Context: an optimization exercise on an open-source flow, tuned for small area and a short achievable clock period. The choices shown serve that exercise and are no tape-out recipe. At most, simulation tests tie the RTL to the original design; equivalence was not proved. Only the layout flow was run in runs 2 to 8; the RTL was not checked for function there. Power figures rest on the tool's default switching activity, not on a simulated workload.

===== flow/design.v =====
module fifo_sync #(
  parameter int WIDTH = 32,
  parameter int DEPTH = 16
)(
  input  logic              clk,
  input  logic              rst_n,
  input  logic              in_valid,
  output logic              in_ready,
  input  logic [WIDTH-1:0]  in_data,
  output logic              out_valid,
  input  logic              out_ready,
  output logic [WIDTH-1:0]  out_data,
  output logic              full,
  output logic              empty,
  output logic [$clog2(DEPTH+1)-1:0] count
);
  localparam int ADDR_W = $clog2(DEPTH);
  logic [WIDTH-1:0] mem [0:DEPTH-1];
  logic [ADDR_W-1:0] wptr, rptr;
  logic push, pop;
  assign empty    = (count == 0);
  assign full     = (count == DEPTH[$bits(count)-1:0]);
  assign in_ready  = ~full;
  assign out_valid = ~empty;
  assign push = in_valid && in_ready;
  assign pop  = out_valid && out_ready;
  assign out_data = mem[rptr];
  always_ff @(posedge clk or negedge rst_n) begin
    if (!rst_n) begin
      wptr <= '0;
    end else if (push) begin
      mem[wptr] <= in_data;
      wptr <= wptr + 1'b1;
    end
  end
  always_ff @(posedge clk or negedge rst_n) begin
    if (!rst_n) begin
      rptr <= '0;
    end else if (pop) begin
      rptr <= rptr + 1'b1;
    end
  end
  always_ff @(posedge clk or negedge rst_n) begin
    if (!rst_n) begin
      count <= '0;
    end else begin
      unique case ({push, pop})
        2'b10: count <= count + 1'b1;  
        2'b01: count <= count - 1'b1;  
        default: count <= count;       
      endcase
    end
  end
endmodule

===== flow/run.sh =====
#!/bin/bash
# synth_recipe.tcl (not shown) runs the flow's synth.tcl, then flattens the netlist and writes it again
# the make line also repeats each setting of config.mk as NAME=value (left out here)
make -C /OpenROAD-flow-scripts/flow DESIGN_CONFIG=/design/flow/config.mk WORK_HOME=/design/flow/orfs CLKGATE_MAP_FILE= SYNTH_SCRIPT=/design/flow/synth_recipe.tcl finish

===== flow/config.mk =====
export PLATFORM = sky130hd
export DESIGN_NAME = fifo_sync
export DESIGN_NICKNAME = fifo_sync
export VERILOG_FILES = /design/flow/design.v
export SDC_FILE = /design/flow/constraint.sdc
export NUM_CORES = 4
export LEC_CHECK = 0
export CAP_MARGIN = 20
export CORE_MARGIN = 2
export CORE_UTILIZATION = 40
export SETUP_SLACK_MARGIN = 0.15
export SLEW_MARGIN = 20

===== flow/constraint.sdc =====
create_clock -name core_clock -period 3.8 [get_ports {clk}]
set_input_delay 0.7600 -clock core_clock [delete_from_list [all_inputs] [get_ports {clk}]]
set_output_delay 0.7600 -clock core_clock [all_outputs]
set_load 0.01 [all_outputs]

==> summary.txt, run 1 <==
CTS tree yes; Pwr Total roughly 19 mW; Syn Nets approximately 1.3k; I/O Buffers 76; drc violations 0; Routed WL ~51000 um; fin. max-slew vios 0; crit path DAT 2810 ps; Via density ~5.6; Ports 77; leakage just under 8 nW; end point of the critical path out_data[19]; Setup crit end kind output port; Setup violations, final 0; Layout Skew between 15 and 20 ps; CTS max path bufs 3; CP startpoint kind register; synthesized area per cell 16.39 um2; filler instances between 4k and 5k; WL per Instance approximately 25 um; flops & latches, synth roughly 530; FF-to-FF path depth 12; Combinational Power Share approximately two fifths; fin nets 1416; CTS Sinks 525; total gr overflow 0; sw power around 6.6 mW; Max Cap Viol 0; Setup WS pre-CTS between 150 and 200 ps; HP Class reg -> reg; r2r setup slk 690 ps; outcome no timing/DRC/antenna violations; Die Area 52270 um2; R2R Path Start count[1]$_DFFE_PN0P_; Worst path slowest cell o32a_1; layout cells sized above 1 approximately 17%; Placement Rows between 80 and 90; Net Sw Frac 34.36%; CTS Buf Count 50; CP cell instances inv_2 > ha_4 > buf_16 > a22o_1 > a221oi_2 > o22ai_1 > o32a_1 > dlygate4sd2_1; synth warn 2; DRT Pass-1 Iters 6; leading cell type in the layout, fill and taps excluded edfxtp_1; CTS clk-pin slew, worst paths approximately 60 ps; Worst VDD drop roughly 0.00045 V; final antenna-violating net count 0; Clock Root Buffer clkbuf_16; sequential share of the synthesized area between 70% and 80%; cts hold-fix bufs 0; pwr dens ~800 nW/um2; r2r endpoint count[4]$_DFFE_PN0P_; Peak Freq ~280 MHz; hold slack around 520 ps; gr usage total about a fifth; Initial Util approximately 40%; slowest stage delay, CP 420 ps; Tmin final between 3000 and 4000 ps; initial antenna violation count 0; DR vias between 10k and 15k; Setup crit start rptr[0]$_DFFE_PN0P_; Crit path depth 8; Area Overhead vs Synth 21.21%; Setup TNS 0 ps; Synth Flop Type edfxtp_1; worst skew pair latency between 500 and 600 ps; Synth cell types 44; Worst-Margin Slew about 670 ps; H-tree depth 2; largest net degree at the start of global routing 55; die height 228.6 um; core outline area about 50000 um2; Final Hold Vio Count 0; Clk pwr share roughly a quarter; worst rel slew slack between 50% and 60%; final period utilization between 90% and 100%; Int Power ~13 mW; worst setup margin about 230 ps; CP max FO 45; Mapped Cells between 1k and 1.5k; first-pass GRT wire length between 70000 and 80000 um; diode count 0; Post-Synthesis Cell Area 20180 um2; post-DP HPWL around 28000 um; number of synthesized flops with an enable pin 512; kind of cell adding the most delay to the critical path compound AO/OA/AOI/OAI gates; number of DRC markers in iteration 0 approximately 1.1k; final core utilization about 49%; Critical Path RT 3040 ps; RSZ-0062 raised after global routing true; Buf/Inv on CP 3; kind of critical path reg -> out; Die Width between 200 and 250 um; ys async rst share 2.476%; most frequent cells in the layout 512 x edfxtp_1, 78 x a21oi_1, 71 x nor2_1; vias in the first global route around 12k; routability cong. approximately 0.77; Seq pwr share 36.2%
layer usage:
metal / GRT usage (%) / vias up / share of wire (%)
met5: 0 / - / 0
met4: 5.596 / 0 / 2.1
met3: 3.443 / 71 / 6.6
met2: 31.06 / 422 / 48
met1: 26.80 / 6019 / 43
li1: - / 5234 / -
metrics by stage:
stage / instance area (um2) / std cells
final: 24460 / 2079
after global placement: 22250 / 1958
after detailed placement: 22250 / 1958
after floorplan: 20200 / 1231
after global routing: 24460 / 2079
after CTS: 24230 / 2068
worst min path at each step:
stage,startpoint,endpoint,slack [ps],depth (start not counted)
final,count[4]$_DFFE_PN0P_,count[4]$_DFFE_PN0P_,520,1
after global routing,rst_n,wptr[2]$_DFFE_PN0P_,540,1
after CTS,rst_n,wptr[2]$_DFFE_PN0P_,520,1
after detailed placement,count[4]$_DFFE_PN0P_,count[4]$_DFFE_PN0P_,510,1
after global placement,count[4]$_DFFE_PN0P_,count[4]$_DFFE_PN0P_,510,1
after floorplan,rst_n,count[0]$_DFFE_PN0P_,460,0
Yosys cell counts, drive strengths merged, types with 14 or more instances:
library cell	instances	area share, %
a221oi	36	1.6
clkbuf	34	0.63
a21oi	83	2.1
o21ai	17	0.44
a22o	19	0.82
nand2	59	1.1
o22ai	19	0.59
nor2	84	1.6
mux2i	44	2.2
a22oi	75	2.8
buf	54	1.4
a31oi	14	0.43
nand3	22	0.55
a2111oi	22	1.0
edfxtp	512	76
final cells by class:
type                            count  area [um2]  share of cell area (%)
Tap cell                          672       840.8                   3.437
Clock buffer                       63        1321                   5.401
Clock inverter                     29       266.5                   1.089
Sequential cell                   525       15710                   64.21
Inverter                           13       48.80                  0.1995
Timing Repair Buffer              172        1795                   7.340
Multi-Input combinational cell    605        4482                   18.32
cell families (layout without fill, tap and decap cells):
family | count (synthesis) | after routing | synth area share (%)
flip-flops | 525 | 525 | 77.79
AO/OA/AOI/OAI | 342 | 342 | 12.28
AND/OR/NAND/NOR | 196 | 196 | 4.197
buffers and inverters | 101 | 277 | 2.269
multiplexers | 44 | 44 | 2.182
adder cells (fa/ha/maj) | 13 | 13 | 0.8431
XOR/XNOR | 10 | 10 | 0.4340
flip-flops by register name, indices dropped and copies added (netlist names):
signal / count
count: 5
mem: 512
wptr: 4
rptr: 4
timing repair:
action / 4_1_cts / 5_1_grt
buffers inserted: 18 / 9
pin swaps: 13 / 14
gates cloned: 0 / 2
endpoints found under the setup margin: 32 / 22
endpoints found under the hold margin: 0 / 0
resized for setup: 106 / 34
power by group through the flow:
stage	Combinational [mW]	Clock, mW	Sequential [mW]
after detailed placement	6.65	0	7.10
after global placement	6.62	0	7.09
after CTS	7.00	4.96	6.90
after floorplan	3.79	0	6.95
final	7.29	4.88	6.90
after global routing	7.83	5.20	6.93
==> run 2: changes to the inputs <==
==> flow/design.v (replaced) <==
module fifo_sync #(
  parameter int WIDTH = 32,
  parameter int DEPTH = 16
)(
  input  logic              clk,
  input  logic              rst_n,
  input  logic              in_valid,
  output logic              in_ready,
  input  logic [WIDTH-1:0]  in_data,
  output logic              out_valid,
  input  logic              out_ready,
  output logic [WIDTH-1:0]  out_data,
  output logic              full,
  output logic              empty,
  output logic [$clog2(DEPTH+1)-1:0] count
);
  localparam int CW = $clog2(DEPTH+1);
  localparam int NS = DEPTH - 1;           
  logic [WIDTH-1:0] mem [NS];
  logic [WIDTH-1:0] head;
  logic [3:0]       wptr;                  
  logic [NS-1:0]    roh;                   
  logic [CW-1:0]    cnt;
  logic             full_r, empty_r, rdy_r, vld_r, le1_r;
  function automatic logic [NS-1:0] dec(input logic [3:0] s);
    logic [3:0] x;
    dec = '0;
    x = 4'b0001;
    for (int i = 0; i < NS; i++) begin
      dec[i] = (s == x);
      x = {x[2:0], x[3] ^ x[2]};
    end
  endfunction
  function automatic logic [3:0] nxt(input logic [3:0] s);
    nxt = {s[2:0], s[3] ^ s[2]};
  endfunction
  logic push, pop, ram_push, ram_pop, head_en;
  assign push     = in_valid & rdy_r;
  assign pop      = out_ready & vld_r;
  assign ram_push = push & ~(empty_r | (le1_r & out_ready));
  assign ram_pop  = out_ready & ~le1_r;
  assign head_en  = empty_r | out_ready;
  logic [NS-1:0] wsel, rsel;
  assign wsel = dec(wptr) & {NS{~full_r}};
  assign rsel = roh & {NS{~le1_r}};
  for (genvar g = 0; g < NS; g++) begin : slot
    logic [WIDTH-1:0] q;
    always_ff @(posedge clk) begin
      if (wsel[g]) q <= in_data;
    end
    assign mem[g] = q;
  end
  logic [WIDTH-1:0] head_d;
  always_comb begin
    head_d = {WIDTH{le1_r}} & in_data;
    for (int i = 0; i < NS; i++)
      head_d = head_d | ({WIDTH{rsel[i]}} & mem[i]);
  end
  always_ff @(posedge clk) begin
    if (head_en) head <= head_d;
  end
  always_ff @(posedge clk or negedge rst_n) begin
    if (!rst_n) begin
      wptr <= 4'b0001;
      roh  <= {{(NS-1){1'b0}}, 1'b1};
    end else begin
      if (ram_push) wptr <= nxt(wptr);
      if (ram_pop)  roh  <= {roh[NS-2:0], roh[NS-1]};
    end
  end
  logic [CW-1:0] cnt_d;
  always_comb begin
    case ({push, pop})
      2'b10:   cnt_d = cnt + 1'b1;
      2'b01:   cnt_d = cnt - 1'b1;
      default: cnt_d = cnt;
    endcase
  end
  always_ff @(posedge clk or negedge rst_n) begin
    if (!rst_n) begin
      cnt     <= '0;
      full_r  <= 1'b0;
      empty_r <= 1'b1;
      rdy_r   <= 1'b1;
      vld_r   <= 1'b0;
      le1_r   <= 1'b1;
    end else begin
      cnt     <= cnt_d;
      full_r  <= (cnt_d == DEPTH[CW-1:0]);
      empty_r <= (cnt_d == '0);
      rdy_r   <= (cnt_d != DEPTH[CW-1:0]);
      vld_r   <= (cnt_d != '0);
      le1_r   <= (cnt_d <= 1);
    end
  end
  assign out_data  = head;
  assign count     = cnt;
  assign full      = full_r;
  assign empty     = empty_r;
  assign in_ready  = rdy_r;
  assign out_valid = vld_r;
endmodule
==> summary.txt, run 2 <==
outcome no timing/DRC/antenna violations; worst rel slew slack 23.32% (-32 points); filler instances 4183 (+1.2%); fin nets 1245 (-12%); initial antenna violation count 1 (+1); ys async rst share 5.360% (+2.9 points); Peak Freq 377.1 MHz (+35%); DR vias 10.91k (-7.2%); Tmin final 2652 ps (-916.2 ps); Initial Util 40.44% (+0.049 points); Routed WL 50780 um (-0.70%); Max Cap Viol 0 (unchanged); worst setup margin 1148 ps (+916.2 ps); CP max FO 9 (-80%); core outline area 48850 um2 (-2.2%); synthesized area per cell 17.98 um2 (+9.6%); area leader, netlist edfxtp_1; largest net degree at the start of global routing 64 (+16%); CP cell instances clkdlybuf4s50_1 > and2_1 > ha_1 > ha_1 > nor2b_4 > or4_4 > and3_4 > nor4b_2; slowest stage delay, CP 520 ps (+100 ps); metal2 WL 24810 um (+1.4%); CTS tree yes; Synth top area share 77.83% (+1.6 points); Layout Skew 14.88 ps (-2.081 ps); Worst VDD drop 0.0004034 V (-9.5%); first-pass GRT wire length 74750 um (-0.63%); routability cong. 0.7420 (-3.3%); Critical Path RT 4310 ps (+1270 ps); Placement Rows 81 (-1.2%); final period utilization 69.78% (-24 points); final antenna-violating net count 0 (unchanged); Synth cell types 47 (+6.8%); post-DP HPWL 27700 um (-0.19%); Top Layer Used met5; Setup violations, final 0 (unchanged); Die Area 51180 um2 (-2.1%); Worst-Margin Slew 1150 ps (+480.4 ps); Final Hold Vio Count 0 (unchanged); CTS resizes 0 (-100%); sequential share of the synthesized area 81.53% (+3.7 points); FF-to-FF path depth 5 (-7); CP startpoint kind input pin; CTS Sinks 541 (+3.0%); H-tree depth 2 (unchanged); post-CTS setup buffer count 0 (-18); Ports 77 (unchanged); total gr overflow 0 (unchanged); flops & latches, synth 541 (+3.0%); crit path DAT 3160 ps (+350 ps); Via density 5.721 (+1.3%); Largest regs slot.q x480, head x32, roh x15; RSZ-0062 raised after global routing false; cts hold-fix bufs 0 (unchanged); pwr dens 560.1 nW/um2 (-28%); DRT Pass-1 Iters 5 (-1); die height 226.2 um (-1.0%); CTS max path bufs 3 (unchanged); Post-synth top cells 512 x edfxtp_1, 189 x a22oi_1, 69 x clkbuf_1; metal1 wirelength 21380 um (-3.6%); cell with the most instances after synthesis edfxtp_1; leakage 7.620 nW (-4.0%); WL per Instance 26.64 um (+8.3%); Setup TNS 0 ps (unchanged); HP Class reg -> reg; Setup crit end kind register; number of synthesized flops with an enable pin 512 (unchanged); top post-synthesis cells by area edfxtp_1 78%, a22oi_1 7.2%, dfrtp_1 3.0%, a222oi_1 1.6%, clkbuf_1 1.3%; layout cells sized above 1 12.56% (-4.6 points); kind of critical path in -> reg; synth warn 2 (unchanged); fin. max-slew vios 0 (unchanged); gr usage total 20.25% (+1.0 points); vias in the first global route 11.16k (-3.8%); drc violations 0 (unchanged); max FFs per register 480 (-6.3%); Synth Flop Type edfxtp_1; most frequent cells in the layout 512 x edfxtp_1, 189 x a22oi_1, 76 x clkdlybuf4s50_1; worst hold path depth 2 (+1); CTS clk-pin slew, worst paths 60 ps (about the same); I/O Buffers 76 (unchanged); diode count 0 (unchanged); CTS Buf Count 55 (+10%); number of DRC markers in iteration 0 1309 (+16%); Syn Nets 1144 (-11%); Detail Route met3 WL 3362 um (-1.1%); Area Overhead vs Synth 18.16%; worst skew pair latency 590 ps (about the same); Worst path slowest cell clkdlybuf4s50_1; Worst path most repeated cell ha_1; Setup WS pre-CTS 543.6 ps (+351.5 ps); Die Width 226.2 um (-1.0%); largest reg by FF count slot.q; Mapped Cells 1099 (-11%); Clock Root Buffer clkbuf_16; leading cell type in the layout, fill and taps excluded edfxtp_1; Post-Synthesis Cell Area 19760 um2 (-2.1%)
run 2: metal layers:
metal | GRT usage, % | vias up
met5 | 0 | -
met3 | 3.357 | 88
met2 | 33.40 | 428
met1 | 27.94 | 5648
met4 | 5.412 | 2
li1 | - | 4739
run 2: path summary, 6_finish.rpt:
path | slack [ps] | startpoint | endpoint
min | 540 | wptr[3]$_DFFE_PN0P_ | wptr[3]$_DFFE_PN0P_
max in group asynchronous | 2900 | rst_n | roh[4]$_DFFE_PN0P_
max | 1150 | out_ready | le1_r$_DFF_PN1_
max reg2reg | 1300 | roh[14]$_DFFE_PN0P_ | head[30]$_DFFE_PP_
min reg2reg | 540 | wptr[3]$_DFFE_PN0P_ | wptr[3]$_DFFE_PN0P_
min in group asynchronous | 560 | rst_n | cnt[1]$_DFF_PN0_
run 2: cell families after synthesis:
family / Yosys count / synth area share, %
DFF: 541 / 81.53
AOI/OAI and AO/OA: 270 / 10.28
and+or+nand+nor: 146 / 4.085
buffers and inverters: 108 / 2.103
muxes: 23 / 1.305
adders and majority gates: 9 / 0.6080
xor gates and xnor gates: 2 / 0.08869
run 2: power breakdown:
part	switching [mW]	internal, mW	leakage (nW)
registers	0.0760	6.67	5.01
logic	0.496	0.416	1.74
clock network	2.21	3.20	0.872
total	2.78	10.3	7.62
run 2: final cells by class:
class                           count  area (um2)  share of cell area, %
Clock buffer                       67        1464                  6.271
Timing Repair Buffer              117        1131                  4.846
Sequential cell                   541       16110                  69.01
Clock inverter                     32       344.1                  1.474
Inverter                           35       131.4                 0.5628
Tap cell                          664       830.8                  3.559
Multi-Input combinational cell    450        3333                  14.28
run 2: stage by stage:
step           power (mW)  utilization (%)  area [um2]  instances  hold WS, ps
2_1_floorplan       7.318                -       19760       1099        464.4
3_3_place_gp        7.777            44.08       21530       1807        517.8
3_5_place_dp        7.797            44.08       21530       1807        533.7
4_1_cts             13.18            47.78       23340       1906        546.3
5_1_grt             13.48            47.78       23340       1906        590.3
6_report            13.07            47.78       23340       1906        536.9
run 2: critical path, delay by kind of cell:
| family | cells | cell delay (ps) |
|---|---|---|
| and+or+nand+nor | 5 | 1210 |
| adders and majority gates | 2 | 670 |
| buffers and inverters | 1 | 520 |
==> run 3: changes to the inputs <==
--- a/flow/config.mk
+++ b/flow/config.mk
@@ -9,4 +9,4 @@
 export CORE_MARGIN = 2
 export CORE_UTILIZATION = 40
-export SETUP_SLACK_MARGIN = 0.15
+export SETUP_SLACK_MARGIN = 2.0
 export SLEW_MARGIN = 20
==> summary.txt, run 3 <==
drc violations 0 (unchanged); CTS Sinks 541 (unchanged); Die Area 51180 um2 (unchanged); Synth Flop Type edfxtp_1; number of DRC markers in iteration 0 1267 (-3.2%); Placement Rows 81 (unchanged); Ports 77 (unchanged); fin nets 1316 (+5.7%); Routed WL 52860 um (+4.1%); RSZ-0062 raised after global routing true; HP Class in -> async; Mapped Cells 1099 (unchanged); number of synthesized flops with an enable pin 512 (unchanged); pwr dens 534.7 nW/um2 (-4.5%); Worst VDD drop 0.0003124 V (-23%); crit path DAT 2650 ps (-510 ps); flops & latches, synth 541 (unchanged); ys async rst share 5.360% (unchanged); final period utilization 57.16% (-13 points); DR vias 11.34k (+3.9%); CTS tree yes; Via density 5.742 (+0.36%); outcome no timing/DRC/antenna violations; placed instance area 21660 um2 (+0.60%); Synth cell types 47 (unchanged); I/O Buffers 76 (unchanged); Largest regs slot.q x480, head x32, roh x15; largest net degree at the start of global routing 63 (-1.6%); sequential share of the synthesized area 81.53% (unchanged); largest reg by FF count slot.q; Final Hold Vio Count 0 (unchanged); CTS clk-pin slew, worst paths 60 ps (about the same); Area Overhead vs Synth 22.95%; fin. max-slew vios 0 (unchanged); CTS Buf Count 53 (-3.6%); area leader, netlist edfxtp_1; CTS max path bufs 3 (unchanged); filler instances 4057 (-3.0%); Clock Root Buffer clkbuf_16; routability cong. 0.7496 (+1.0%); sequential standard cell area 16160 um2 (+0.33%); Die Width 226.2 um (unchanged); initial antenna violation count 1 (unchanged); Setup crit end kind register; post-DP HPWL 26870 um (-3.0%); Post-synth top cells 512 x edfxtp_1, 189 x a22oi_1, 69 x clkbuf_1; worst skew pair latency 580 ps (about the same); vias in the first global route 11.54k (+3.4%); slowest stage delay, CP 550 ps (+30 ps); layout cells sized above 1 25.57% (+13 points); first-pass GRT wire length 76880 um (+2.9%); final antenna-violating net count 0 (unchanged); Post-Synthesis Cell Area 19760 um2 (unchanged); top post-synthesis cells by area edfxtp_1 78%, a22oi_1 7.2%, dfrtp_1 3.0%, a222oi_1 1.6%, clkbuf_1 1.3%; synthesized area per cell 17.98 um2 (unchanged); gr usage total 20.83% (+0.59 points); leading cell type in the layout, fill and taps excluded edfxtp_1; Synth top area share 77.83% (unchanged); Layout Skew 28.15 ps (+13.27 ps); Critical Path RT 4270 ps (-40 ps); max FFs per register 480 (unchanged); Worst-Margin Slew 704.2 ps (-446.1 ps); H-tree depth 2 (unchanged); CP max FO 4 (-5); core outline area 48850 um2 (unchanged); Setup TNS 0 ps (unchanged); Syn Nets 1144 (unchanged); total gr overflow 0 (unchanged); kind of critical path reg -> reg; Worst path slowest cell dfstp_2; Finished Cell Area 24290 um2 (+4.1%); synth warn 2 (unchanged); leakage 8.093 nW (+6.2%); Setup violations, final 0 (unchanged); worst rel slew slack 53.05% (+30 points); DRT Pass-1 Iters 8 (+3); cell with the most instances after synthesis edfxtp_1; Tmin final 2172 ps (-479.5 ps); WL per Instance 26.78 um (+0.51%); diode count 0 (unchanged); hold slack 587.2 ps (+50.32 ps); most frequent cells in the layout 512 x edfxtp_1, 188 x a22oi_1, 73 x buf_4; die height 226.2 um (unchanged); Initial Util 40.44% (unchanged); Multi-input gate area 3721 um2 (+12%); CP cell instances nand2_4 > ha_4 > buf_6 > ha_4 > nor2b_4 > or4_4 > and3_4 > nor4b_4; Max Cap Viol 0 (unchanged); Worst path most repeated cell ha_4; CP startpoint kind register; Peak Freq 460.4 MHz (+22%)
[run 3: cell counts after synthesis]
Identical to the previous run, type by type.
[run 3: area by class of cell]
type | count | share of cell area, %
clock buffers | 68 | 5.903
clock inverters | 26 | 0.9942
inverters | 35 | 0.5512
multi-input cells | 450 | 15.32
flip-flops and latches | 541 | 66.54
well taps | 664 | 3.420
repair buffers | 190 | 7.273
[run 3: kinds of logic (layout without fill, tap and decap cells)]
group	after synthesis	after routing	share of synthesized area [%]
XOR/XNOR	2	2	0.08869
buffers and inverters	108	319	2.103
AO/OA/AOI/OAI	270	270	10.28
flip-flops	541	541	81.53
adder cells (fa/ha/maj)	9	9	0.6080
multiplexers	23	23	1.305
AND/OR/NAND/NOR	146	146	4.085
[run 3: where the power goes]
part	internal (mW)	switching, mW
clock network	2.92	2.15
registers	6.67	0.0562
logic	0.544	0.645
[run 3: layer usage]
layer / global-route usage [%] / up-vias / wire [um]
met5: 0 / - / 14
met4: 6.261 / 2 / 1322
met3: 3.461 / 83 / 3902
met1: 27.41 / 5892 / 21260
li1: - / 4882 / -
met2: 35.55 / 476 / 26350
[run 3: timing repair]
action	4_1_cts	5_1_grt
buffers inserted	61	11
gates resized for setup	240	52
pin swaps	21	33
hold buffers	0	0
endpoints found under the setup margin	521	322
gates cloned	0	0
[run 3: path summary, 6_finish.rpt]
kind                                      from                   to  slack (ps)  depth (start not counted)
max                            rdy_r$_DFF_PN1_      le1_r$_DFF_PN1_        1630                          8
min                                      rst_n  roh[13]$_DFFE_PN0P_         590                          2
max reg2reg                    rdy_r$_DFF_PN1_      le1_r$_DFF_PN1_        1630                          8
min reg2reg                roh[13]$_DFFE_PN0P_  roh[13]$_DFFE_PN0P_         620                          1
max in group asynchronous                rst_n  wptr[0]$_DFFE_PN1P_        2880                          2
min in group core_clock    roh[13]$_DFFE_PN0P_  roh[13]$_DFFE_PN0P_         620                          1
[run 3: worst max-delay path: cells and delay by family (launching register included)]
kind	cells	cell delay, ps
adders and majority gates	2	390
buffers and inverters	1	120
DFF	1	550
and+or+nand+nor	5	1030
[run 3: per-stage QoR]
step / cells / power [mW] / util, % / worst slack (ps)
2_1_floorplan: 1099 / 7.375 / - / 1460
3_3_place_gp: 1808 / 7.826 / 44.35 / 833.2
3_5_place_dp: 1808 / 7.842 / 44.35 / 806.5
4_1_cts: 1963 / 12.98 / 49.07 / 1591
5_1_grt: 1974 / 13.41 / 49.72 / 1559
6_report: 1974 / 12.99 / 49.72 / 1628
==> run 4: changes to the inputs <==
--- a/flow/design.v
+++ b/flow/design.v
@@ -69,11 +69,28 @@
     end
   end
-  logic [CW-1:0] cnt_d;
+  logic [CW-1:0] cnt_inc, cnt_dec, cnt_d;
+  logic          is1, is15, le2;
+  assign cnt_inc = cnt + 1'b1;
+  assign cnt_dec = cnt - 1'b1;
+  assign is1     = (cnt == 1);
+  assign is15    = (cnt == DEPTH - 1);
+  assign le2     = (cnt <= 2);
+  logic full_d, empty_d, le1_d;
   always_comb begin
-    case ({push, pop})
-      2'b10:   cnt_d = cnt + 1'b1;
-      2'b01:   cnt_d = cnt - 1'b1;
-      default: cnt_d = cnt;
-    endcase
+    cnt_d   = cnt;
+    full_d  = full_r;
+    empty_d = empty_r;
+    le1_d   = le1_r;
+    if (push & ~pop) begin
+      cnt_d   = cnt_inc;
+      full_d  = is15;
+      empty_d = 1'b0;
+      le1_d   = empty_r;
+    end else if (pop & ~push) begin
+      cnt_d   = cnt_dec;
+      full_d  = 1'b0;
+      empty_d = is1;
+      le1_d   = le2;
+    end
   end
   always_ff @(posedge clk or negedge rst_n) begin
@@ -87,9 +104,9 @@
     end else begin
       cnt     <= cnt_d;
-      full_r  <= (cnt_d == DEPTH[CW-1:0]);
-      empty_r <= (cnt_d == '0);
-      rdy_r   <= (cnt_d != DEPTH[CW-1:0]);
-      vld_r   <= (cnt_d != '0);
-      le1_r   <= (cnt_d <= 1);
+      full_r  <= full_d;
+      empty_r <= empty_d;
+      rdy_r   <= ~full_d;
+      vld_r   <= ~empty_d;
+      le1_r   <= le1_d;
     end
   end
--- a/flow/config.mk
+++ b/flow/config.mk
@@ -8,5 +8,6 @@
 export CAP_MARGIN = 20
 export CORE_MARGIN = 2
-export CORE_UTILIZATION = 40
-export SETUP_SLACK_MARGIN = 2.0
+export CORE_UTILIZATION = 65
+export CTS_BUF_LIST = sky130_fd_sc_hd__clkbuf_8
+export SETUP_SLACK_MARGIN = 2.2
 export SLEW_MARGIN = 20
==> summary.txt, run 4 <==
DR vias 13.50k (+19%); CP max FO 2 (-2); Via density 7.275 (+27%); pwr dens 632.4 nW/um2 (+18%); Finished Cell Area 26280 um2 (+8.2%); CTS max path bufs 3 (unchanged); Buf/Inv on CP 1 (unchanged); die height 179.1 um (-21%); Setup crit end kind output port; HP Class in -> async; Area Overhead vs Synth 31.83%; CP startpoint kind register; CTS Buf Count 80 (+51%); leading cell type in the layout, fill and taps excluded edfxtp_1; Worst path slowest cell dfstp_2; sequential share of the synthesized area 80.81% (-0.72 points); largest reg by FF count slot.q; DRT Pass-1 Iters 6 (-2); Clk pwr share 26.3% (-13 points); filler instances 1221 (-70%); Post-synth top cells 512 x edfxtp_1, 224 x a22oi_1, 71 x nand2_1; Synth Flop Type edfxtp_1; Die Area 32080 um2 (-37%); Mapped Cells 1094 (-0.45%); vias in the first global route 12.85k (+11%); largest net degree at the start of global routing 35 (-44%); Synth top area share 77.14% (-0.69 points); Int Power 11.50 mW (+13%); kind of critical path reg -> out; Ports 77 (unchanged); number of DRC markers in iteration 0 2262 (+79%); Worst-Margin Slew 719.7 ps (+15.50 ps); Synth cell types 36 (-23%); Post-Synthesis Cell Area 19930 um2 (+0.89%); RSZ-0062 raised after global routing true; drc violations 0 (unchanged); total gr overflow 0 (unchanged); synth warn 2 (unchanged); CTS tree yes; Seq pwr share 49.0% (-2.8 points); final period utilization 53.94% (-3.2 points); Tmin final 2050 ps (-122.5 ps); max FFs per register 480 (unchanged); Initial Util 65.50% (+25 points); Net Sw Frac 30.76% (+8.8 points); Setup TNS 0 ps (unchanged); most frequent cells in the layout 512 x edfxtp_1, 125 x a22oi_1, 99 x a22oi_2; worst rel slew slack 51.87% (-1.2 points); gr usage total 41.58% (+21 points); Die Width 179.1 um (-21%); I/O Buffers 76 (unchanged); post-DP HPWL 23100 um (-14%); Largest regs slot.q x480, head x32, roh x15; flops & latches, synth 541 (unchanged); Critical Path RT 3040 ps (-1230 ps); Placement Rows 64 (-21%); sw power 5.112 mW (+80%); Worst VDD drop 0.0005762 V (+84%); Max Cap Viol 0 (unchanged); leakage 9.062 nW (+12%); core outline area 30430 um2 (-38%); worst skew pair latency 640 ps (+60 ps); CP cell instances buf_6; synthesized area per cell 18.22 um2 (+1.4%); CTS clk-pin slew, worst paths 70 ps (about the same); number of synthesized flops with an enable pin 512 (unchanged); fin. max-slew vios 0 (unchanged); Combinational Power Share 24.7% (+16 points); WL per Instance 37.44 um (+40%); crit path DAT 1290 ps (-1360 ps); H-tree depth 3 (+1); sequential standard cell area 16180 um2 (+0.12%); Routed WL 69490 um (+31%); kind of cell adding the most delay to the critical path flip-flops; cts hold-fix bufs 0 (unchanged); final antenna-violating net count 0 (unchanged); Setup violations, final 0 (unchanged); slowest stage delay, CP 550 ps (about the same); placed instance area 20960 um2 (-3.3%); Clock Root Buffer clkbuf_8; cell with the most instances after synthesis edfxtp_1; Syn Nets 1141 (-0.26%); fin nets 1447 (+10%); Layout Skew 39.86 ps (+11.71 ps); CTS Sinks 541 (unchanged); routability cong. 0.7777 (+3.7%); initial antenna violation count 1 (unchanged); first-pass GRT wire length 90670 um (+18%); Final Hold Vio Count 0 (unchanged); ys async rst share 5.360% (unchanged); Multi-input gate area 4293 um2 (+15%); outcome no timing/DRC/antenna violations; top post-synthesis cells by area edfxtp_1 77%, a22oi_1 8.4%, dfrtp_1 3.0%, o32a_1 1.6%, nand2_1 1.3%; layout cells sized above 1 37.97% (+12 points); Peak Freq 487.9 MHz (+6.0%); area leader, netlist edfxtp_1
## run 4: metal layers
metal,GRT usage [%],vias to the layer above,part of all wire [%]
li1,-,5143,-
met1,53.82,6580,31
met2,62.80,1393,46
met3,13.61,386,16
met4,23.22,0,7.3
met5,0,-,0
## run 4: repair_timing
item | 4_1_cts | 5_1_grt
endpoints found under the setup margin | 605 | 510
pin swaps | 78 | 54
cloned | 41 | 2
gates resized for setup | 421 | 96
buffers inserted | 137 | 20
hold endpoints to repair | 0 | 0
## run 4: cell families (layout without fill, tap and decap cells)
logic type	count (synthesis)	after routing	synth area share, %
flip-flops	541	541	80.81
other	0	1	0
adder cells (fa/ha/maj)	11	11	0.6905
buffers and inverters	81	430	2.555
XOR/XNOR	4	4	0.1758
AND/OR/NAND/NOR	138	154	3.446
AO/OA/AOI/OAI	298	298	11.16
multiplexers	21	21	1.168
## run 4: metrics by stage
stage / hold WS, ps / worst slack, ps / utilization [%] / std cells / power (mW)
2_1_floorplan: 464.4 / 1761 / - / 1094 / 9.052
3_3_place_gp: 543.5 / 1405 / 68.87 / 1514 / 9.989
3_5_place_dp: 543.9 / 1368 / 68.87 / 1514 / 10.04
4_1_cts: 536.9 / 1754 / 84.26 / 1833 / 15.77
5_1_grt: 592.4 / 1739 / 86.34 / 1855 / 16.89
6_report: 555.1 / 1750 / 86.35 / 1856 / 16.62
## run 4: cell type report
class | count | share of cell area, %
clock buffer | 80 | 4.190
inverter | 9 | 0.2095
antenna | 1 | 0.009523
sequential | 541 | 61.58
clock inverter | 61 | 1.114
multi-input combinational | 488 | 16.34
timing repair buffer | 280 | 14.67
tap | 396 | 1.886
## run 4: power by group through the flow
stage	registers (mW)	logic, mW	clock network [mW]
2_1_floorplan	8.10	0.951	0
3_3_place_gp	8.12	1.87	0
3_5_place_dp	8.16	1.88	0
4_1_cts	8.02	3.56	4.19
5_1_grt	8.20	4.10	4.59
6_report	8.14	4.11	4.36
## run 4: final timing paths
kind                                     start                       to  slack (ps)  cells past startpoint
setup / recovery             empty_r$_DFF_PN1_                    empty        1750                      1
setup reg to reg           wptr[2]$_DFFE_PN0P_  slot[7].q[28]$_DFFE_PP_        1880                      9
min in group core_clock     cnt[3]$_DFFE_PN0P_       cnt[3]$_DFFE_PN0P_         610                      2
hold reg to reg             cnt[3]$_DFFE_PN0P_       cnt[3]$_DFFE_PN0P_         610                      2
hold / removal                           rst_n       cnt[2]$_DFFE_PN0P_         560                      2
max in group asynchronous                rst_n       roh[9]$_DFFE_PN0P_        2870                      2
==> run 5: changes to the inputs <==
--- a/flow/config.mk
+++ b/flow/config.mk
@@ -8,6 +8,5 @@
 export CAP_MARGIN = 20
 export CORE_MARGIN = 2
-export CORE_UTILIZATION = 65
-export CTS_BUF_LIST = sky130_fd_sc_hd__clkbuf_8
-export SETUP_SLACK_MARGIN = 2.2
+export CORE_UTILIZATION = 40
+export SETUP_SLACK_MARGIN = 2.0
 export SLEW_MARGIN = 20
==> summary.txt, run 5 <==
outcome no timing/DRC/antenna violations; Max Cap Viol 0 (unchanged); Clock Root Buffer clkbuf_16; worst skew pair latency 610 ps (-30 ps); routability cong. 0.7507 (-3.5%); initial antenna violation count 2 (+1); largest net degree at the start of global routing 35 (unchanged); XOR/XNOR Fraction of Synth Area 0.1758% (unchanged); CP cell instances buf_2; CP startpoint kind register; DRT Pass-1 Iters 5 (-1); Routed WL 55380 um (-20%); final period utilization 53.15% (-0.79 points); die height 227.2 um (+27%); mux contribution to synthesized area 1.168% (unchanged); Mapped Cells 1094 (unchanged); fin nets 1324 (-8.5%); kind of cell adding the most delay to the critical path flip-flops; Critical Path RT 3040 ps (about the same); Setup crit end kind output port; CTS Buf Count 53 (-34%); Ports 77 (unchanged); drc violations 0 (unchanged); area leader, netlist edfxtp_1; Peak Freq 495.2 MHz (+1.5%); Synth cell types 36 (unchanged); Post-Synthesis Cell Area 19930 um2 (unchanged); pwr dens 654.1 nW/um2 (+3.4%); kind of critical path reg -> out; diode count 0 (-1); WL per Instance 27.91 um (-25%); final core utilization 49.00% (-37 points); main combinational cell family by area after synthesis compound AO/OA/AOI/OAI gates; Buf/Inv on CP 1 (unchanged); CTS clk-pin slew, worst paths 60 ps (about the same); cts hold-fix bufs 0 (unchanged); Worst VDD drop 0.0004027 V (-30%); CTS tree yes; HP Class reg -> reg; Via density 5.825 (-20%); CTS Sinks 541 (unchanged); DR vias 11.56k (-14%); Pwr Total 15.72 mW (-5.4%); fin. max-slew vios 0 (unchanged); vias in the first global route 11.32k (-12%); Tmin final 2020 ps (-30.18 ps); adder-cell share of the synthesized area 0.6905% (unchanged); number of DRC markers in iteration 0 1268 (-44%); gr usage total 20.76% (-21 points); number of synthesized flops with an enable pin 512 (unchanged); synthesized area per cell 18.22 um2 (unchanged); H-tree depth 2 (-1); CP max FO 1 (-1); cell with the most instances after synthesis edfxtp_1; Setup violations, final 0 (unchanged); layout cells sized above 1 23.71% (-14 points); core outline area 49050 um2 (+61%); slowest stage delay, CP 480 ps (-70 ps); Placement Rows 81 (+27%); compound-cell area share of the yosys netlist 11.16% (unchanged); I/O Buffers 76 (unchanged); Die Width 227.2 um (+27%); total gr overflow 0 (unchanged); crit path DAT 1260 ps (-30 ps); most frequent cells in the layout 512 x edfxtp_1, 220 x a22oi_1, 79 x buf_4; Largest regs slot.q x480, head x32, roh x15; worst setup margin 1780 ps (+30.18 ps); Synth top area share 77.14% (unchanged); max FFs per register 480 (unchanged); post-DP HPWL 26390 um (+14%); first-pass GRT wire length 75820 um (-16%); synth warn 2 (unchanged); Initial Util 40.63% (-25 points); largest reg by FF count slot.q; Layout Skew 26.21 ps (-13.64 ps); Die Area 51630 um2 (+61%); RSZ-0062 raised after global routing true; leading cell type in the layout, fill and taps excluded edfxtp_1; Synth Flop Type edfxtp_1; Area Overhead vs Synth 20.59%; leakage 8.120 nW (-10%); Worst-Margin Slew 601.5 ps (-118.2 ps); CTS max path bufs 3 (unchanged); Post-synth top cells 512 x edfxtp_1, 224 x a22oi_1, 71 x nand2_1; flops & latches, synth 541 (unchanged); simple-gate area share of the yosys netlist 3.446% (unchanged); Worst path slowest cell edfxtp_1; ys async rst share 5.360% (unchanged); top post-synthesis cells by area edfxtp_1 77%, a22oi_1 8.4%, dfrtp_1 3.0%, o32a_1 1.6%, nand2_1 1.3%; Final Hold Vio Count 0 (unchanged); sequential share of the synthesized area 80.81% (unchanged); final antenna-violating net count 0 (unchanged); Setup TNS 0 ps (unchanged); Setup WS pre-CTS 1102 ps (-266.0 ps); worst rel slew slack 59.77% (+7.9 points); Syn Nets 1141 (unchanged)
[run 5: cell count changes in the layout (fill, tap and decap cells not counted), moves of 28 or more]
| cell | previous run | this run |
|---|---|---|
| clkbuf_8 | 80 | 2 |
| a22oi_2 | 99 | 4 |
| clkbuf_16 | 1 | 55 |
| buf_4 | 49 | 79 |
| buf_6 | 48 | 20 |
| a22oi_1 | 125 | 220 |
| buf_12 | 78 | 18 |
[run 5: cell type report]
class | count | area (um2)
timing repair buffer | 191 | 1793
inverter | 9 | 38.79
clock buffer | 71 | 1414
multi-input combinational | 481 | 3536
fill | 4046 | 25020
sequential | 541 | 16160
clock inverter | 27 | 259.0
tap | 664 | 830.8
[run 5: worst min-delay path, delay by kind of cell, from the launching register on]
kind                      cells  cell delay [ps]
xor gates and xnor gates      1               60
buffers and inverters         1              130
DFF                           1              340
[run 5: path summary, 6_finish.rpt]
check | start | endpoint | slack, ps | depth (start not counted)
max | head[14]$_DFFE_PP_ | out_data[14] | 1780 | 1
min | cnt[3]$_DFFE_PN0P_ | cnt[3]$_DFFE_PN0P_ | 560 | 2
max reg2reg | full_r$_DFF_PN0_ | slot[2].q[6]$_DFFE_PP_ | 1940 | 3
min reg2reg | cnt[3]$_DFFE_PN0P_ | cnt[3]$_DFFE_PN0P_ | 560 | 2
max in group asynchronous | rst_n | roh[10]$_DFFE_PN0P_ | 2890 | 2
min in group asynchronous | rst_n | cnt[2]$_DFFE_PN0P_ | 570 | 2
[run 5: logic make-up after synthesis]
family | count (synthesis)
flops | 541
compound gates | 298
simple gates | 138
buf+inv | 81
mux | 21
fa+ha+maj | 11
xor+xnor | 4
[run 5: through the flow]
step / instances / cell area, um2 / hold slack (ps)
after floorplan: 1094 / 19980 / 464.4
after global placement: 1792 / 21340 / 541.1
after detailed placement: 1793 / 21360 / 542.3
after CTS: 1933 / 23400 / 548.6
after global routing: 1984 / 24040 / 579.5
final: 1984 / 24040 / 564.8
[run 5: repair_timing]
| item | CTS | global route |
|---|---|---|
| setup endpoints to repair | 536 | 412 |
| gates cloned | 3 | 8 |
| gates resized for setup | 215 | 47 |
| pin swaps | 7 | 6 |
| setup buffers | 39 | 43 |
[run 5: metal layers]
layer | share of wire (%) | routed length, um | vias to the layer above | global-route usage, %
li1 | - | - | 4869 | -
met1 | 40 | 22030 | 6042 | 27.02
met2 | 49 | 27000 | 519 | 34.76
met3 | 7.8 | 4330 | 123 | 3.962
met4 | 3.6 | 2000 | 4 | 7.738
met5 | 0.040 | 22 | - | 0
[run 5: report_power, final]
part           internal [mW]  total, mW  switching [mW]
clock network           2.89       5.08            2.20
registers               7.72       8.00           0.282
logic                  0.949       2.64            1.69
total                   11.6       15.7            4.17
==> run 6: changes to the inputs <==
--- a/flow/config.mk
+++ b/flow/config.mk
@@ -8,5 +8,5 @@
 export CAP_MARGIN = 20
 export CORE_MARGIN = 2
-export CORE_UTILIZATION = 40
-export SETUP_SLACK_MARGIN = 2.0
+export CORE_UTILIZATION = 55
+export SETUP_SLACK_MARGIN = 1.9
 export SLEW_MARGIN = 20
==> summary.txt, run 6 <==
Mapped Cells 1094 (unchanged); largest reg by FF count slot.q; Tmin final 2045 ps (+25.57 ps); CTS Buf Count 54 (+1.9%); XOR/XNOR Fraction of Synth Area 0.1758% (unchanged); kind of critical path reg -> reg; HP Class in -> async; total gr overflow 0 (unchanged); area leader, netlist edfxtp_1; top post-synthesis cells by area edfxtp_1 77%, a22oi_1 8.4%, dfrtp_1 3.0%, o32a_1 1.6%, nand2_1 1.3%; Via density 6.384 (+9.6%); DRT Pass-1 Iters 18 (+13); Placement Rows 69 (-15%); Routed WL 51640 um (-6.7%); post-DP HPWL 25310 um (-4.1%); compound-cell area share of the yosys netlist 11.16% (unchanged); final antenna-violating net count 0 (unchanged); Clock Root Buffer clkbuf_16; flops & latches, synth 541 (unchanged); first-pass GRT wire length 73720 um (-2.8%); CTS clk-pin slew, worst paths 60 ps (about the same); Worst-Margin Slew 735.5 ps (+134.0 ps); cell with the most instances after synthesis edfxtp_1; RSZ-0062 raised after global routing true; sequential share of the synthesized area 80.81% (unchanged); worst skew pair latency 600 ps (about the same); number of DRC markers in iteration 0 876 (-31%); sequential standard cell area 16160 um2 (about the same); main combinational cell family by area after synthesis compound AO/OA/AOI/OAI gates; simple-gate area share of the yosys netlist 3.446% (unchanged); cts hold-fix bufs 0 (unchanged); gr usage total 27.24% (+6.5 points); filler instances 2515 (-38%); WL per Instance 29.85 um (+6.9%); pwr dens 661.0 nW/um2 (+1.1%); Largest regs slot.q x480, head x32, roh x15; Multi-input gate area 3468 um2 (-1.9%); Peak Freq 489.0 MHz (-1.3%); Die Width 194.4 um (-14%); synthesized area per cell 18.22 um2 (unchanged); Max Cap Viol 0 (unchanged); Initial Util 55.90% (+15 points); Critical Path RT 4010 ps (+970 ps); worst rel slew slack 50.97% (-8.8 points); vias in the first global route 11.03k (-2.6%); placed cell count 1586 (-12%); max FFs per register 480 (unchanged); DR vias 11.05k (-4.4%); Synth Flop Type edfxtp_1; outcome no timing/DRC/antenna violations; diode count 0 (unchanged); Pwr Total 15.29 mW (-2.7%); Layout Skew 22.62 ps (-3.597 ps); final core utilization 64.87% (+16 points); CP startpoint kind register; synth warn 2 (unchanged); Setup crit end kind register; Post-Synthesis Cell Area 19930 um2 (unchanged); Ports 77 (unchanged); fin cells 1730 (-13%); CP max FO 32 (+31); Post-synth top cells 512 x edfxtp_1, 224 x a22oi_1, 71 x nand2_1; Setup violations, final 0 (unchanged); leading cell type in the layout, fill and taps excluded edfxtp_1; fin. max-slew vios 0 (unchanged); leakage 7.808 nW (-3.8%); Area Overhead vs Synth 16.05%; Die Area 37780 um2 (-27%); core outline area 35660 um2 (-27%); most frequent cells in the layout 512 x edfxtp_1, 224 x a22oi_1, 71 x nand2_1; Worst VDD drop 0.0006499 V (+61%); final period utilization 53.82% (+0.67 points); H-tree depth 2 (unchanged); adder-cell share of the synthesized area 0.6905% (unchanged); Final Hold Vio Count 0 (unchanged); layout cells sized above 1 20.25% (-3.5 points); die height 194.4 um (-14%); Setup TNS 0 ps (unchanged); drc violations 0 (unchanged); ys async rst share 5.360% (unchanged); CTS tree yes; number of synthesized flops with an enable pin 512 (unchanged); mux contribution to synthesized area 1.168% (unchanged); R2R Path Start wptr[0]$_DFFE_PN1P_; largest net degree at the start of global routing 35 (unchanged); Syn Nets 1141 (unchanged); Setup crit start wptr[0]$_DFFE_PN1P_; Synth top area share 77.14% (unchanged); crit path DAT 2260 ps (+1000 ps); initial antenna violation count 0 (-2); CTS max path bufs 3 (unchanged); Synth cell types 36 (unchanged); routability cong. 0.7547 (+0.53%); fin nets 1272 (-3.9%); I/O Buffers 76 (unchanged); CTS Sinks 541 (unchanged)
run 6: cell counts after synthesis:
Identical to the previous run, type by type.
run 6: cell families after synthesis:
group	Yosys count
fa+ha+maj	11
flops	541
compound gates	298
buf+inv	81
simple gates	138
xor+xnor	4
mux	21
run 6: cell type report:
cell class / instances / share of cell area [%]
Sequential cell: 541 / 69.85
Multi-Input combinational cell: 477 / 14.99
Clock inverter: 23 / 0.7032
Inverter: 9 / 0.1569
Tap cell: 461 / 2.494
Clock buffer: 77 / 6.480
Timing Repair Buffer: 142 / 5.323
run 6: per-layer routing:
| metal | global-route usage [%] | wire length, um | up-vias |
|---|---|---|---|
| li1 | - | - | 4757 |
| met2 | 45.00 | 25610 | 470 |
| met5 | 0 | 0 | - |
| met4 | 9.744 | 1335 | 0 |
| met3 | 3.887 | 3926 | 90 |
| met1 | 37.55 | 20770 | 5728 |
run 6: timing repair:
action / 4_1_cts / 5_1_grt
endpoints found under the hold margin: 0 / 0
pin swaps: 5 / 4
endpoints found under the setup margin: 484 / 307
gates resized for setup: 215 / 21
cloned: 1 / 4
buffers inserted: 17 / 22
run 6: metrics by stage:
step / instance area [um2] / setup WS, ps / hold WS [ps]
final: 23130 / 1755 / 569.2
after global routing: 23130 / 1741 / 589.4
after CTS: 22870 / 1691 / 564.4
after detailed placement: 21090 / 1214 / 568.1
after global placement: 21070 / 1247 / 557.5
after floorplan: 19980 / 1743 / 464.4
run 6: worst paths after layout:
check	slack, ps	cells past startpoint	end
worst min register to register	600	1	roh[14]$_DFFE_PN0P_
min in group core_clock	600	1	roh[14]$_DFFE_PN0P_
max in group asynchronous	2880	2	roh[12]$_DFFE_PN0P_
worst min-delay path	570	2	cnt[3]$_DFFE_PN0P_
worst max-delay path	1750	2	slot[10].q[25]$_DFFE_PP_
worst max register to register	1750	2	slot[10].q[25]$_DFFE_PP_
run 6: power breakdown:
group | switching, mW | internal (mW)
clock | 2.16 | 2.87
combinational | 1.52 | 0.714
sequential | 0.303 | 7.72
run 6: worst max-delay path: stages, from the launching register on:
cell and delay [ps]:
dfstp_2 770, and3b_1 260, and2_4 600
==> run 7: changes to the inputs <==
--- a/flow/design.v
+++ b/flow/design.v
@@ -17,10 +17,10 @@
   localparam int CW = $clog2(DEPTH+1);
   localparam int NS = DEPTH - 1;           
-  logic [WIDTH-1:0] mem [NS];
-  logic [WIDTH-1:0] head;
-  logic [3:0]       wptr;                  
-  logic [NS-1:0]    roh;                   
-  logic [CW-1:0]    cnt;
-  logic             full_r, empty_r, rdy_r, vld_r, le1_r;
+  logic [NS*WIDTH-1:0] mem;
+  logic [WIDTH-1:0]    head;
+  logic [3:0]          wptr;               
+  logic [NS-1:0]       roh;                
+  logic [CW-1:0]       cnt;
+  logic                full_r, empty_r, rdy_r, vld_r, le1_r;
   function automatic logic [NS-1:0] dec(input logic [3:0] s);
     logic [3:0] x;
@@ -45,19 +45,17 @@
   assign rsel = roh & {NS{~le1_r}};
   for (genvar g = 0; g < NS; g++) begin : slot
-    logic [WIDTH-1:0] q;
-    always_ff @(posedge clk) begin
-      if (wsel[g]) q <= in_data;
-    end
-    assign mem[g] = q;
+    logic [WIDTH-1:0] q, d;
+    fifo_sync_wmux #(.WIDTH(WIDTH)) u_wmux (
+      .we(wsel[g]), .hold(~wsel[g]), .din(in_data), .q(q), .d(d)
+    );
+    always_ff @(posedge clk) q <= d;
+    assign mem[g*WIDTH +: WIDTH] = q;
   end
   logic [WIDTH-1:0] head_d;
-  always_comb begin
-    head_d = {WIDTH{le1_r}} & in_data;
-    for (int i = 0; i < NS; i++)
-      head_d = head_d | ({WIDTH{rsel[i]}} & mem[i]);
-  end
-  always_ff @(posedge clk) begin
-    if (head_en) head <= head_d;
-  end
+  fifo_sync_hmux #(.WIDTH(WIDTH), .N(NS)) u_hmux (
+    .sel(rsel), .d(mem), .sel_in(le1_r), .din(in_data),
+    .en(head_en), .q(head), .y(head_d)
+  );
+  always_ff @(posedge clk) head <= head_d;
   always_ff @(posedge clk or negedge rst_n) begin
     if (!rst_n) begin
@@ -118,2 +116,33 @@
   assign out_valid = vld_r;
 endmodule
+module fifo_sync_wmux #(
+  parameter int WIDTH = 32
+)(
+  input  logic             we,
+  input  logic             hold,
+  input  logic [WIDTH-1:0] din,
+  input  logic [WIDTH-1:0] q,
+  output logic [WIDTH-1:0] d
+);
+  assign d = ({WIDTH{we}} & din) | ({WIDTH{hold}} & q);
+endmodule
+module fifo_sync_hmux #(
+  parameter int WIDTH = 32,
+  parameter int N     = 15
+)(
+  input  logic [N-1:0]       sel,
+  input  logic [N*WIDTH-1:0] d,
+  input  logic               sel_in,
+  input  logic [WIDTH-1:0]   din,
+  input  logic               en,
+  input  logic [WIDTH-1:0]   q,
+  output logic [WIDTH-1:0]   y
+);
+  logic [WIDTH-1:0] r;
+  always_comb begin
+    r = {WIDTH{sel_in}} & din;
+    for (int i = 0; i < N; i++)
+      r = r | ({WIDTH{sel[i]}} & d[i*WIDTH +: WIDTH]);
+  end
+  assign y = ({WIDTH{en}} & r) | ({WIDTH{~en}} & q);
+endmodule
--- a/flow/config.mk
+++ b/flow/config.mk
@@ -11,2 +11,4 @@
 export SETUP_SLACK_MARGIN = 1.9
 export SLEW_MARGIN = 20
+export SYNTH_HIERARCHICAL = 1
+export SYNTH_MINIMUM_KEEP_SIZE = 0
==> summary.txt, run 7 <==
outcome no timing/DRC/antenna violations; CTS Buf Count 54 (unchanged); core outline area 36610 um2 (+2.7%); Setup WS pre-CTS 836.6 ps (-377.5 ps); Buf/Inv on CP 2 (+2); Critical Path RT 4240 ps (+230 ps); number of DRC markers in iteration 0 2257 (+160%); Ports 77 (unchanged); initial antenna violation count 3 (+3); sequential share of the synthesized area 53.70% (-27 points); CTS Sinks 541 (unchanged); Synth top area share 50.13% (-27 points); H-tree depth 2 (unchanged); Synth Flop Type dfxtp_1; crit path DAT 2520 ps (+260 ps); worst skew pair latency 610 ps (about the same); Syn Nets 1705 (+49%); post-DP HPWL 36380 um (+44%); Area Overhead vs Synth 24.21%; I/O Buffers 76 (unchanged); Via density 7.254 (+14%); total gr overflow 0 (unchanged); routability cong. 0.7942 (+5.2%); Largest regs slot.q x480, head x32, roh x15; CP startpoint kind register; DR vias 17.07k (+55%); largest reg by FF count slot.q; number of synthesized flops with an enable pin 0 (-100%); Die Area 38740 um2 (+2.5%); Worst VDD drop 0.0007512 V (+16%); drc violations 0 (unchanged); Pwr Total 21.83 mW (+43%); placed cell count 2117 (+33%); CTS max path bufs 3 (unchanged); top post-synthesis cells by area dfxtp_1 50%, a22o_1 23%, buf_6 5.2%, dfrtp_1 2.9%, a221oi_1 2.8%; Mapped Cells 1656 (+51%); area leader, netlist dfxtp_1; Setup crit start le1_r$_DFFE_PN1P_; fin. max-slew vios 0 (unchanged); R2R Path Start le1_r$_DFFE_PN1P_; worst rel slew slack 48.33% (-2.6 points); leading cell type in the layout, fill and taps excluded a22o_1; CTS tree yes; final period utilization 54.60% (+0.79 points); largest net degree at the start of global routing 38 (+8.6%); final antenna-violating net count 0 (unchanged); Max Cap Viol 0 (unchanged); fin nets 1887 (+48%); kind of critical path reg -> reg; vias in the first global route 16.32k (+48%); Setup violations, final 0 (unchanged); Initial Util 55.85% (about the same); slowest stage delay, CP 700 ps (-70 ps); ys async rst share 5.360% (unchanged); Routed WL 79390 um (+54%); CTS clk-pin slew, worst paths 60 ps (about the same); pwr dens 859.7 nW/um2 (+30%); layout cells sized above 1 28.16% (+7.9 points); Post-Synthesis Cell Area 20450 um2 (+2.6%); fin cells 2353 (+36%); die height 196.8 um (+1.3%); Setup crit end kind register; worst setup margin 1725 ps (-29.88 ps); DRT Pass-1 Iters 6 (-12); cell with the most instances after synthesis a22o_1; CP max FO 16 (-50%); flops & latches, synth 541 (unchanged); synth warn 8 (+6); max FFs per register 480 (unchanged); cts hold-fix bufs 0 (unchanged); leakage 10.89 nW (+39%); gr usage total 38.62% (+11 points); Die Width 196.8 um (+1.3%); Layout Skew 15.45 ps (-7.168 ps); RSZ-0062 raised after global routing true; synthesized area per cell 12.35 um2 (-32%); Hold Startpoint slot[12].q[4]$_DFF_P_; CP cell instances buf_12 > nor2b_4 > buf_6 > a22o_1 > a221oi_1 > a41oi_1; Tmin final 2075 ps (+29.88 ps); Synth cell types 38 (+5.6%); Worst path slowest cell dfstp_4; Post-synth top cells 546 x a22o_1, 512 x dfxtp_1, 95 x buf_6; Placement Rows 70 (+1.4%); Peak Freq 481.9 MHz (-1.4%); first-pass GRT wire length 110600 um (+50%); kind of cell adding the most delay to the critical path compound AO/OA/AOI/OAI gates; Worst-Margin Slew 772.6 ps (+37.13 ps); most frequent cells in the layout 545 x a22o_1, 488 x dfxtp_1, 108 x buf_4; Final Hold Vio Count 0 (unchanged); WL per Instance 33.74 um (+13%); Setup TNS 0 ps (unchanged); HP Class reg -> reg; Clock Root Buffer clkbuf_16
==> run 7: final timing paths <==
kind	end	slack [ps]	depth (start not counted)
max in group asynchronous	roh[0]$_DFFE_PN1P_	2940	2
max	head[1]$_DFF_P_	1730	6
max reg2reg	head[1]$_DFF_P_	1730	6
min reg2reg	slot[12].q[4]$_DFF_P_	470	1
min	slot[12].q[4]$_DFF_P_	470	1
min in group asynchronous	cnt[4]$_DFFE_PN0P_	540	2
==> run 7: through the flow <==
| step | hold slack, ps | utilization [%] | area (um2) |
|---|---|---|---|
| floorplan | 439.2 | - | 20450 |
| global placement | 451.9 | 57.70 | 21120 |
| detailed placement | 452.8 | 57.83 | 21170 |
| CTS | 472.8 | 67.51 | 24720 |
| global route | 479.5 | 69.35 | 25390 |
| finish | 471.7 | 69.37 | 25400 |
==> run 7: cell families after synthesis <==
logic type / count (synthesis) / share of synthesized area, %
multiplexers: 20 / 1.273
AO/OA/AOI/OAI: 780 / 34.01
flip-flops: 541 / 53.70
AND/OR/NAND/NOR: 124 / 3.188
adder cells (fa/ha/maj): 13 / 0.7955
buffers and inverters: 175 / 6.902
XOR/XNOR: 3 / 0.1285
==> run 7: repair_timing <==
item / 4_1_cts / 5_1_grt
pin swaps: 17 / 24
cloned: 18 / 10
resized for setup: 344 / 64
setup endpoints to repair: 531 / 343
hold endpoints to repair: 0 / 0
buffers inserted: 84 / 21
==> run 7: per-layer routing <==
| layer | vias up | global-route usage (%) | share of wire [%] |
|---|---|---|---|
| met5 | - | 0 | 0.073 |
| met4 | 4 | 17.43 | 4.4 |
| met3 | 265 | 10.35 | 12 |
| met2 | 1196 | 57.44 | 43 |
| met1 | 8568 | 52.67 | 40 |
| li1 | 7035 | - | - |
==> run 7: cell type report <==
class / instances / area (um2)
antenna: 3 / 7.507
clock buffer: 87 / 1658
clock inverter: 13 / 143.9
fill: 2656 / 11210
inverter: 23 / 131.4
multi-input combinational: 944 / 8628
sequential: 541 / 11030
tap: 468 / 585.6
timing repair buffer: 273 / 3202
timing repair inverter: 1 / 7.507
==> run 7: where the power goes <==
group,switching (mW),internal [mW]
Sequential,1.58,8.29
Clock,2.30,3.18
Combinational,3.21,3.28
==> run 8: changes to the inputs <==
==> flow/design.v (replaced) <==
module fifo_sync #(
  parameter int WIDTH = 32,
  parameter int DEPTH = 16
)(
  input  logic              clk,
  input  logic              rst_n,
  input  logic              in_valid,
  output logic              in_ready,
  input  logic [WIDTH-1:0]  in_data,
  output logic              out_valid,
  input  logic              out_ready,
  output logic [WIDTH-1:0]  out_data,
  output logic              full,
  output logic              empty,
  output logic [$clog2(DEPTH+1)-1:0] count
);
  localparam int CW = $clog2(DEPTH+1);
  localparam int NS = DEPTH - 1;           
  logic [WIDTH-1:0] mem [NS];
  logic [WIDTH-1:0] head;
  logic [3:0]       wptr;                  
  logic [NS-1:0]    roh;                   
  logic             roh_n0;                
  logic [NS-1:1]    roh_hi;
  assign roh = {roh_hi, ~roh_n0};
  logic [CW-1:0]    cnt;
  logic             full_r, vld_r, ge2_r;   
  function automatic logic [NS-1:0] dec(input logic [3:0] s);
    logic [3:0] x;
    dec = '0;
    x = 4'b0000;
    for (int i = 0; i < NS; i++) begin
      dec[i] = (s == x);
      x = {x[2:0], ~(x[3] ^ x[2])};
    end
  endfunction
  function automatic logic [3:0] nxt(input logic [3:0] s);
    nxt = {s[2:0], ~(s[3] ^ s[2])};
  endfunction
  logic push, pop, ram_push, ram_pop, head_en;
  assign push     = in_valid & ~full_r;
  assign pop      = out_ready & vld_r;
  assign ram_push = push & vld_r & ~(~ge2_r & out_ready);
  assign ram_pop  = out_ready & ge2_r;
  assign head_en  = ~vld_r | out_ready;
  logic [NS-1:0] wsel, rsel;
  assign wsel = dec(wptr) & {NS{~full_r}};
  assign rsel = roh & {NS{ge2_r}};
  for (genvar g = 0; g < NS; g++) begin : slot
    logic [WIDTH-1:0] q;
    always_ff @(posedge clk) begin
      if (wsel[g]) q <= in_data;
    end
    assign mem[g] = q;
  end
  logic [WIDTH-1:0] head_d;
  always_comb begin
    head_d = {WIDTH{~ge2_r}} & in_data;
    for (int i = 0; i < NS; i++)
      head_d = head_d | ({WIDTH{rsel[i]}} & mem[i]);
  end
  always_ff @(posedge clk) begin
    if (head_en) head <= head_d;
  end
  always_ff @(posedge clk or negedge rst_n) begin
    if (!rst_n) begin
      wptr <= 4'b0000;
      roh_n0 <= 1'b0;
      roh_hi <= '0;
    end else begin
      if (ram_push) wptr <= nxt(wptr);
      if (ram_pop) begin
        roh_n0 <= ~roh[NS-1];
        roh_hi <= roh[NS-2:0];
      end
    end
  end
  logic [CW-1:0] cnt_inc, cnt_dec, cnt_d;
  logic          is1, is15, ge3;
  assign cnt_inc = cnt + 1'b1;
  assign cnt_dec = cnt - 1'b1;
  assign is1     = (cnt == 1);
  assign is15    = (cnt == DEPTH - 1);
  assign ge3     = (cnt >= 3);
  logic full_d, vld_d, ge2_d;
  always_comb begin
    cnt_d  = cnt;
    full_d = full_r;
    vld_d  = vld_r;
    ge2_d  = ge2_r;
    if (push & ~pop) begin
      cnt_d  = cnt_inc;
      full_d = is15;
      vld_d  = 1'b1;
      ge2_d  = vld_r;
    end else if (pop & ~push) begin
      cnt_d  = cnt_dec;
      full_d = 1'b0;
      vld_d  = ~is1;
      ge2_d  = ge3;
    end
  end
  always_ff @(posedge clk or negedge rst_n) begin
    if (!rst_n) begin
      cnt    <= '0;
      full_r <= 1'b0;
      vld_r  <= 1'b0;
      ge2_r  <= 1'b0;
    end else begin
      cnt    <= cnt_d;
      full_r <= full_d;
      vld_r  <= vld_d;
      ge2_r  <= ge2_d;
    end
  end
  assign out_data  = head;
  assign count     = cnt;
  assign full      = full_r;
  assign empty     = ~vld_r;
  assign in_ready  = ~full_r;
  assign out_valid = vld_r;
endmodule
--- a/flow/config.mk
+++ b/flow/config.mk
@@ -11,4 +11,2 @@
 export SETUP_SLACK_MARGIN = 1.9
 export SLEW_MARGIN = 20
-export SYNTH_HIERARCHICAL = 1
-export SYNTH_MINIMUM_KEEP_SIZE = 0
==> summary.txt, run 8 <==
sw power 6.318 mW (-11%); CTS max path bufs 3 (unchanged); fin nets 1293 (-31%); Layout Skew 17.04 ps (+1.595 ps); Seq pwr share 44.5% (-0.7 points); first-pass GRT wire length 77540 um (-30%); Worst VDD drop 0.0006198 V (-17%); top post-synthesis cells by area edfxtp_1 76%, a22o_1 3.6%, dfrtp_1 3.4%, a221oi_1 2.5%, a22oi_1 1.3%; most frequent cells in the layout 512 x edfxtp_1, 83 x a22o_1, 63 x buf_4; Int Power 13.01 mW (-12%); CP startpoint kind register; RSZ-0062 raised after global routing true; R2R Path Start wptr[2]$_DFFE_PN0P_; kind of critical path reg -> reg; CP cell instances inv_1 > ha_1 > and3_4; Placement Rows 70 (unchanged); kind of cell adding the most delay to the critical path simple AND/OR/NAND/NOR gates; crit path DAT 2250 ps (-270 ps); worst skew pair latency 600 ps (about the same); CTS tree yes; Mapped Cells 1087 (-34%); worst setup margin 1764 ps (+38.66 ps); area leader, netlist edfxtp_1; Tmin final 2036 ps (-38.66 ps); Post-Synthesis Cell Area 20110 um2 (-1.7%); Routed WL 54840 um (-31%); drc violations 0 (unchanged); Syn Nets 1132 (-34%); Final Hold Vio Count 0 (unchanged); synth warn 2 (-6); Finished Cell Area 23850 um2 (-6.1%); Net Sw Frac 32.68% (+0.22 points); I/O Buffers 76 (unchanged); number of DRC markers in iteration 0 997 (-56%); Worst path slowest cell and3_4; Synth top area share 76.46% (+26 points); Clock Root Buffer clkbuf_16; die height 195.2 um (-0.82%); routability cong. 0.7425 (-6.5%); leakage 7.910 nW (-27%); outcome no timing/DRC/antenna violations; vias in the first global route 11.08k (-32%); fin. max-slew vios 0 (unchanged); worst rel slew slack 52.09% (+3.8 points); Post-synth top cells 512 x edfxtp_1, 83 x a22o_1, 57 x a221oi_1; flops & latches, synth 539 (-0.37%); Setup WS pre-CTS 1290 ps (+453.0 ps); gr usage total 29.13% (-9.5 points); final antenna-violating net count 0 (unchanged); Largest regs slot.q x480, head x32, roh_hi x14; Die Width 195.2 um (-0.82%); largest net degree at the start of global routing 35 (-7.9%); CTS Buf Count 55 (+1.9%); Worst-Margin Slew 718.6 ps (-54.03 ps); CTS Sinks 539 (-0.37%); Die Area 38110 um2 (-1.6%); initial antenna violation count 1 (-2); largest reg by FF count slot.q; Setup TNS 0 ps (unchanged); slowest stage delay, CP 720 ps (+20 ps); Synth Flop Type edfxtp_1; Clk pwr share 26.6% (+1.5 points); H-tree depth 2 (unchanged); Peak Freq 491.1 MHz (+1.9%); Synth cell types 40 (+5.3%); ys async rst share 5.009% (-0.35 points); Area Overhead vs Synth 18.62%; post-DP HPWL 25530 um (-30%); core outline area 36350 um2 (-0.72%); Buf/Inv on CP 1 (-1); synthesized area per cell 18.50 um2 (+50%); final period utilization 53.59% (-1.0 points); max FFs per register 480 (unchanged); sequential share of the synthesized area 79.82% (+26 points); DR vias 11.32k (-34%); CTS clk-pin slew, worst paths 60 ps (about the same); Critical Path RT 4010 ps (-230 ps); placed instance area 21360 um2 (+0.90%); cell with the most instances after synthesis edfxtp_1; Combinational Power Share 28.9% (-0.8 points); total gr overflow 0 (unchanged); pwr dens 810.5 nW/um2 (-5.7%); leading cell type in the layout, fill and taps excluded edfxtp_1; Initial Util 55.32% (-0.53 points); WL per Instance 31.10 um (-7.8%); Max Cap Viol 0 (unchanged); Setup crit end kind register; layout cells sized above 1 24.42% (-3.7 points); DRT Pass-1 Iters 5 (-1); HP Class in -> async; number of synthesized flops with an enable pin 512 (+512); CP max FO 32 (+16); Setup crit start wptr[2]$_DFFE_PN0P_; Setup violations, final 0 (unchanged); Via density 6.420 (-11%); Ports 77 (unchanged)
-- run 8: changes by cell type after synthesis, sizes merged, moves of 19 or more --
cell	before	now
nand3	6	33
a22oi	64	45
a22o	576	83
edfxtp	0	512
a2111oi	0	19
a41oi	32	0
nand2	13	42
a221oi	96	65
and3	33	5
dfxtp	512	0
buf	127	60
-- run 8: what timing repair did --
item | CTS | global route
resized for setup | 213 | 25
setup endpoints to repair | 445 | 261
pin swaps | 5 | 7
hold buffers | 0 | 0
setup buffers | 52 | 13
gates cloned | 1 | 3
-- run 8: area by class of cell --
cell class	instances	area, um2
inverter	7	26.28
fill	2448	12500
tap	468	585.6
clock inverter	29	242.7
multi-input combinational	474	3789
antenna	1	2.502
sequential	539	16120
timing repair buffer	171	1619
clock buffer	74	1468
-- run 8: final timing paths --
check                                           to  slack (ps)  cells past startpoint
max                        slot[9].q[27]$_DFFE_PP_        1760                      3
min                         roh_hi[13]$_DFFE_PN0P_         540                      2
max reg2reg                slot[9].q[27]$_DFFE_PP_        1760                      3
min reg2reg                    wptr[3]$_DFFE_PN0P_         560                      2
max in group asynchronous   roh_hi[12]$_DFFE_PN0P_        2970                      2
min in group core_clock        wptr[3]$_DFFE_PN0P_         560                      2
-- run 8: worst reg2reg max path, stage by stage, from the launching register on --
cell and delay, ps:
dfrtp_1 410, inv_1 120, ha_1 370, and3_4 720
-- run 8: power by group through the flow --
stage / registers [mW] / logic [mW] / clock network [mW]
finish: 8.59 / 5.59 / 5.15
global route: 8.67 / 5.90 / 5.43
CTS: 8.67 / 5.24 / 5.21
detailed placement: 9.26 / 3.99 / 0
global placement: 9.22 / 3.96 / 0
floorplan: 8.27 / 3.00 / 0
-- run 8: through the flow --
stage	cells	hold slack [ps]	total power, mW	utilization (%)
4_1_cts	1746	535.8	19.13	64.94
2_1_floorplan	1087	464.4	11.27	-
3_3_place_gp	1590	523.0	13.18	58.77
6_report	1763	540.4	19.33	65.62
3_5_place_dp	1590	536.0	13.25	58.77
5_1_grt	1762	569.1	20.00	65.61
-- run 8: cells by family after synthesis --
logic type / Yosys count / share of synthesized area [%]
compound gates: 270 / 11.75
fa+ha+maj: 9 / 0.5600
mux: 16 / 0.8898
buf+inv: 78 / 2.396
flops: 539 / 79.82
simple gates: 171 / 4.412
xor+xnor: 4 / 0.1743
-- run 8: routing by layer --
layer / vias up / wire [um] / global-route usage (%)
met3: 85 / 5637 / 7.634
li1: 4812 / - / -
met2: 569 / 25560 / 43.94
met5: - / 0 / 0
met1: 5853 / 22110 / 41.67
met4: 0 / 1528 / 10.07
